What follows belongs to an exercise in optimizing a design on an open flow for small area and a short achievable clock period; a production flow would make more cautious choices.
Only the layout flow was run in this run; the RTL was not checked for function there.
No activity file was given, so power comes from the tool's default toggle rates.

==> flow/design.v <==
module  fir(
	input clk,
	input rst_n,
	input enable,
	input [2:0] tap,		 
	input [15:0] data_in,
	output [17:0] data_out,
	output complete
);
reg [15:0] d1;			 
reg v1, v2, v3, done;		 
reg [5:2] ld;			 
reg [15:0] h1, h2;		 
reg [2:0] h2c;			 
reg [15:0] h3, h4, h5;		 
reg [17:0] e2s, e2c, b2c;	 
reg [17:0] p3, g3;		 
reg [17:0] result;
always @(posedge clk)
	d1 <= data_in;
always @(posedge clk or negedge rst_n) begin
	if (!rst_n) begin
		v1 <= 1'b0;
		v2 <= 1'b0;
		v3 <= 1'b0;
		done <= 1'b0;
		ld <= 4'b0;
	end else begin
		v1 <= enable;
		v2 <= v1;
		v3 <= v2;
		done <= v3;
		ld[2] <= enable & (tap > 3'd2);
		ld[3] <= enable & (tap > 3'd3);
		ld[4] <= enable & (tap > 3'd4);
		ld[5] <= enable & (tap > 3'd5);
	end
end
wire [12:0] h1x3_lo = {1'b0, h1[11:0]} + {h1[10:0], 1'b0};
wire [4:0] h1x3_c4 = {1'b0, h1[3:0]} + {h1[2:0], 1'b0};
wire [8:0] h1x3_c8 = {1'b0, h1[7:0]} + {h1[6:0], 1'b0};
wire [2:0] h1c = {h1x3_lo[12], h1x3_c8[8], h1x3_c4[4]};
wire [3:0] t0 = h2[3:0] + {h2[2:0], 1'b0};
wire [3:0] t1 = h2[7:4] + h2[6:3] + h2c[0];
wire [3:0] t2 = h2[11:8] + h2[10:7] + h2c[1];
wire [3:0] t3 = h2[15:12] + h2[14:11] + h2c[2];
wire [15:0] h2x3 = {t3, t2, t1, t0};
always @(posedge clk or negedge rst_n) begin
	if (!rst_n) begin
		h1 <= 0;
		h2 <= 0;
		h2c <= 0;
		h3 <= 0;
		h4 <= 0;
		h5 <= 0;
	end else begin
		if (v1) h1 <= d1;
		if (ld[2]) begin
			h2 <= h1;
			h2c <= h1c;
		end
		if (ld[3]) h3 <= h2x3;
		if (ld[4]) h4 <= h3;
		if (ld[5]) h5 <= h4;
	end
end
wire [17:0] o0 = {2'b0, d1};
wire [17:0] o1 = {2'b0, h1[14:0], 1'b0};
wire [17:0] o2 = {2'b0, h2[14:0], 1'b0};
wire [17:0] o3 = {2'b0, h3};
wire [17:0] o4 = {2'b0, h4};
wire [17:0] o5 = {2'b0, h5};
wire [17:0] a_s = o0 ^ o1 ^ o2;
wire [17:0] a_c = ((o0 & o1) | (o0 & o2) | (o1 & o2)) << 1;
wire [17:0] b_s = o3 ^ o4 ^ o5;
wire [17:0] b_c = ((o3 & o4) | (o3 & o5) | (o4 & o5)) << 1;
wire [17:0] e_s = a_s ^ a_c ^ b_s;
wire [17:0] e_c = ((a_s & a_c) | (a_s & b_s) | (a_c & b_s)) << 1;
always @(posedge clk) begin
	e2s <= e_s;
	e2c <= e_c;
	b2c <= b_c;
end
wire [17:0] f_s = e2s ^ e2c ^ b2c;
wire [17:0] f_c = ((e2s & e2c) | (e2s & b2c) | (e2c & b2c)) << 1;
wire [17:0] fp = f_s ^ f_c;
wire [17:0] fg = f_s & f_c;
wire [17:0] fg1, fp1, fg2;
genvar i;
generate
	for (i = 0; i < 18; i = i + 1) begin : pfx12
		if (i % 2 == 1) begin
			assign fg1[i] = fg[i] | (fp[i] & fg[i-1]);
			assign fp1[i] = fp[i] & fp[i-1];
		end else begin
			assign fg1[i] = fg[i];
			assign fp1[i] = fp[i];
		end
		if (i % 4 >= 2)
			assign fg2[i] = fg1[i] | (fp1[i] & fg1[i - (i % 4) + 1]);
		else
			assign fg2[i] = fg1[i];
	end
endgenerate
always @(posedge clk) begin
	p3 <= fp;
	g3 <= fg2;
end
wire [17:0] pp2, gg3, pp3, gg4, pp4, gg5;
generate
	for (i = 0; i < 18; i = i + 1) begin : pfx345
		if (i % 4 == 0) assign pp2[i] = p3[i];
		else if (i % 4 == 1) assign pp2[i] = &p3[i:i-1];
		else if (i % 4 == 2) assign pp2[i] = &p3[i:i-2];
		else assign pp2[i] = &p3[i:i-3];
		if (i % 8 >= 4) begin
			assign gg3[i] = g3[i] | (pp2[i] & g3[i - (i % 8) + 3]);
			assign pp3[i] = pp2[i] & pp2[i - (i % 8) + 3];
		end else begin
			assign gg3[i] = g3[i];
			assign pp3[i] = pp2[i];
		end
		if (i % 16 >= 8) begin
			assign gg4[i] = gg3[i] | (pp3[i] & gg3[i - (i % 16) + 7]);
			assign pp4[i] = pp3[i] & pp3[i - (i % 16) + 7];
		end else begin
			assign gg4[i] = gg3[i];
			assign pp4[i] = pp3[i];
		end
		if (i >= 16)
			assign gg5[i] = gg4[i] | (pp4[i] & gg4[15]);
		else
			assign gg5[i] = gg4[i];
	end
endgenerate
wire [17:0] sum = p3 ^ {gg5[16:0], 1'b0};
always @(posedge clk or negedge rst_n) begin
	if (!rst_n)
		result <= 0;
	else if (v3)
		result <= sum;
end
assign data_out = result;
assign complete = done;
endmodule
==> flow/flow/run.sh <==
#!/bin/bash
# The standard ORFS layout (the same make call and settings as
# standard.sh, including its synthesis script), with these changes:
#  - port buffers are buf_2 cells (buffer_ports picks delay cells by itself);
#  - Yosys synth runs with -noabc, so no generic abc pass runs before
#    extract_fa (fewer inverters around the adder cells);
#  - clock tree: clkbuf_8 buffers with a clkbuf_16 at the root, sinks
#    clustered in groups of up to 15,
#    and no dummy load cells.
# make's output goes to make.log and ORFS keeps each step's log under
# orfs/logs; write_def.log holds the DEF export.
set -euo pipefail
W=$(pwd)
make -C "$FLOW_HOME" DESIGN_CONFIG="$W/config.mk" WORK_HOME="$W/orfs" CLKGATE_MAP_FILE= \
  SYNTH_SCRIPT="$W/synth_recipe.tcl" \
  BUFFER_PORTS_ARGS="-buffer_cell sky130_fd_sc_hd__buf_2" \
  SYNTH_ARGS=-noabc \
  CTS_ARGS="-sink_clustering_enable -repair_clock_nets -buf_list sky130_fd_sc_hd__clkbuf_8 -dont_use_dummy_load -root_buf sky130_fd_sc_hd__clkbuf_16 -sink_clustering_size 15 -sink_clustering_max_diameter 100" \
  finish > "$W/make.log" 2>&1
R="$W/orfs/results/$FLOW_PLATFORM/fir/base"
: # left out here: write the final layout as DEF
==> flow/standard.sh <==
#!/bin/bash
# synth_recipe.tcl (not shown) runs the flow's synth.tcl, then flattens the netlist and writes it again
# the make line also repeats each setting of config.mk as NAME=value (left out here)
make -C /OpenROAD-flow-scripts/flow DESIGN_CONFIG=/design/flow/config.mk WORK_HOME=/design/flow/orfs CLKGATE_MAP_FILE= SYNTH_SCRIPT=/design/flow/synth_recipe.tcl "${@:-finish}"
==> flow/config.mk <==
export PLATFORM = sky130hd
export DESIGN_NAME = fir
export DESIGN_NICKNAME = fir
export VERILOG_FILES = /design/flow/design.v
export SDC_FILE = /design/flow/constraint.sdc
export NUM_CORES = 4
export LEC_CHECK = 0
export CAP_MARGIN = 20
export CORE_MARGIN = 2
export CORE_UTILIZATION = 40
export CTS_BUF_LIST = sky130_fd_sc_hd__clkbuf_8
export SETUP_SLACK_MARGIN = 1.9
export SLEW_MARGIN = 20
export TNS_END_PERCENT = 5
==> flow/constraint.sdc <==
create_clock -name core_clock -period 4.0 [get_ports {clk}]
set_input_delay 0.8000 -clock core_clock [delete_from_list [all_inputs] [get_ports {clk}]]
set_output_delay 0.8000 -clock core_clock [all_outputs]
set_load 0.01 [all_outputs]
==> reports/results.ini <==
[outcome]
status=complete, no violations

[synthesis]
synth-compound-area-share_pct=4.378
async_flop_share_pct=52.66
synth.distinct_cells=36
synth_cells=519
ys_seq_area_share_pct=56.78
avgSynthCellArea_um2=15.91
synthMuxAreaShare_pct=11.86
synth_edf_count=0
synthSimpleGateAreaFrac_pct=2.227
synth-main-ff-cell=dfrtp_1
synthesis.area_um2=8259
synth_xor_area_share_pct=2.015
synth-seq-cells=207
yosys_warnings=1
synth_fa_ha_area_share_pct=22.09
synth_top_family_by_area=adder cells
synth_nets=646

[place]
placed_cells=819
dpl_cell_area_um2=8765
globalplace.congestion=0.7018
dpl_worst_slack_ns=2.014
numPortBuffers=40
hpwlAfterDp_um=9693

[die]
die_h_um=147.7
initial_core_util_pct=40.82
fp.dieW_um=147.7
die_area_um2=21810
io_pins=41
rows=52
core_area_um2=20230

[final_layout]
antenna_cells=0
fin_area_um2=9032
post-route-util_pct=44.64
area_growth_pct=9.362
drive_gt1_share_pct=26.68
nNetsFinal=695
fin_cells=836
fillers=1773

[routing]
drc=0
avgViaCountPerCell=4.675
routed_wl_um=12900
drt_iter0_drc=91
ant_nets=0
drtPass1Iterations=4
via_count=3908
route.detailed.wl_per_inst_um=15.43

[setup_path]
cp_max_fo=8
start_kind=register
cp.required_ns=4.34
critical_path.endpoint_type=register
path_class=reg -> reg
arrival_ns=2.33

[timing]
grt_setup_unrepaired=no
holdWs_ns=0.3324
worst_pin_slew_ns=0.9578
setup-violations-final=0
fin_crit_sh_pct=49.62
fin_ws_ns=2.015
hold_viol_final=0
max_freq_mhz=503.8
skew_ns=0.01789
slew_viol_final=0
slew_headroom_pct=36.15
min_period_ns=1.985
setup_tns_ns=0

[global_routing]
antenna_found_initial=0
grt_pass1_vias=4350
grt_pass1_wl_um=22010
grt_max_degree=67
grt_use_total_pct=12.48
grt.overflow.total=0

[cts]
cts_tree=built
numCtsBuffers=17
cts_resized=0
cts_max_level=1
ctsHoldBuffers=0
clockBufferDepth=3
cts_num_sinks=207
postCtsSetupBuffers=0
clock_latency_ns=0.45
path_clk_slew_ns=0.09
cts-root-buf=clkbuf_16

[pwr]
ir_drop_mv=0.2411
powerDensity_nw_per_um2=796.9
power_mw=7.198
cellLeakagePower_nw=3.860

[hold_path]
hold_class=reg -> reg

[flow_run]
drv_cap=0

sequential cells by signal, indices dropped and copies added, names as in the netlist:
signal	count
result	18
b2c	16
v3	1
h5	16
e2s	17
g3	15
done	1
d1	16
h2	16
h2c	3
h3	16
v2	1
h4	16
h1	16
v1	1
ld	4
p3	18
e2c	16
cell type report:
| class | instances | area, µm² | area share (%) |
|---|---|---|---|
| Sequential cell | 207 | 4690 | 51.92 |
| Timing Repair Buffer | 42 | 217.7 | 2.410 |
| Inverter | 1 | 3.754 | 0.04156 |
| Clock buffer | 17 | 267.8 | 2.964 |
| Tap cell | 270 | 337.8 | 3.740 |
| Multi-Input combinational cell | 299 | 3516 | 38.93 |
power by group:
group	switching, mW	internal (mW)
Sequential	0.610	2.99
Combinational	1.13	1.40
Clock	0.609	0.451
Total	2.35	4.85
logic make-up (layout without fill, tap and decap cells):
| logic type | Yosys count | count (layout) |
|---|---|---|
| AND/OR/NAND/NOR | 37 | 37 |
| AO/OA/AOI/OAI | 51 | 51 |
| adder cells (fa/ha/maj) | 105 | 105 |
| flip-flops | 207 | 207 |
| XOR/XNOR | 19 | 19 |
| multiplexers | 87 | 87 |
| buffers and inverters | 13 | 60 |
critical path, stage by stage (launching register included):
cell     delay [ns]
dfxtp_1        0.34
and4_4         0.20
a21o_4         0.23
a22o_4         0.25
a41o_1         0.25
ha_1           0.17
nor2_1         0.11
xnor2_1        0.07
mux2_2         0.26
cells in the mapped netlist (3+ instances only):
library cell,number,area (µm²)
and3_1,3,18.77
nand2_1,4,15.01
buf_2,4,20.02
mux2_2,87,979.7
a21o_1,15,112.6
xnor2_1,19,166.4
ha_1,37,462.9
nand3_1,4,20.02
clkbuf_1,5,18.77
dfxtp_1,98,1962
fa_1,68,1361
buf_1,3,11.26
dfrtp_1,109,2728
a21oi_1,19,95.09
nor2_1,16,60.06
nor2b_1,3,18.77
layout by cell type (no fill, tap or decap), types with 4 or more instances in the layout:
| cell type | netlist | layout |
|---|---|---|
| clkbuf_8 | 0 | 14 |
| a21oi_1 | 19 | 19 |
| ha_1 | 37 | 37 |
| fa_1 | 68 | 68 |
| a21o_1 | 15 | 15 |
| nor2_1 | 16 | 16 |
| buf_2 | 4 | 39 |
| nand3_1 | 4 | 4 |
| mux2_2 | 87 | 87 |
| dfrtp_1 | 109 | 109 |
| nand2_1 | 4 | 4 |
| xnor2_1 | 19 | 19 |
| dfxtp_1 | 98 | 98 |
per-layer routing:
layer  global-route usage [%]  routed length, µm  part of all wire, %
met2                    19.88               5815                   45
met5                        0                  0                    0
met4                    3.462                237                  1.8
met3                    2.068                461                  3.6
met1                    17.83               6387                   50
path summary, 6_finish.rpt:
check                                from                endpoint  slack [ns]  depth (start not counted)
max in group asynchronous           rst_n       h5[0]$_DFFE_PN0P_        2.73                          2
setup / recovery            g3[3]$_DFF_P_  result[17]$_DFFE_PN0P_        2.02                          8
hold reg to reg            e2s[0]$_DFF_P_           p3[0]$_DFF_P_        0.33                          0
setup reg to reg            g3[3]$_DFF_P_  result[17]$_DFFE_PN0P_        2.02                          8
min in group asynchronous           rst_n      h2[10]$_DFFE_PN0P_        0.45                          1
hold / removal             e2s[0]$_DFF_P_           p3[0]$_DFF_P_        0.33                          0

==> what the ideal ports hide <==
How much do the figures lean on ideal ports? The routed layout below was timed once more, with nothing changed but the port constraints.
Step 1, drivers: a clkbuf_16 drives clk and a buf_2 each remaining input, both assumed.
Step 2, shift: input delay + t, output delay - t, t = (earliest + latest rising clock arrival at the registers) / 2. This alone moves slack from input paths to output paths.
a / b / c = no drivers / after step 1 / after step 2; a / b = the first two.
t, ns: 0.483
setup slack, ns: 2.015 / 2.015 / 2.015
latest minus earliest clock arrival (ns): 0.018 / 0.018
slew at the worst register clock pin (ns): 0.10 / 0.10
pins driven straight from the clock port: 1
After both steps this run still meets setup and hold. For this run, drivers alone change the setup slack by 0.000 ns; drivers and shift together by 0.000 ns.
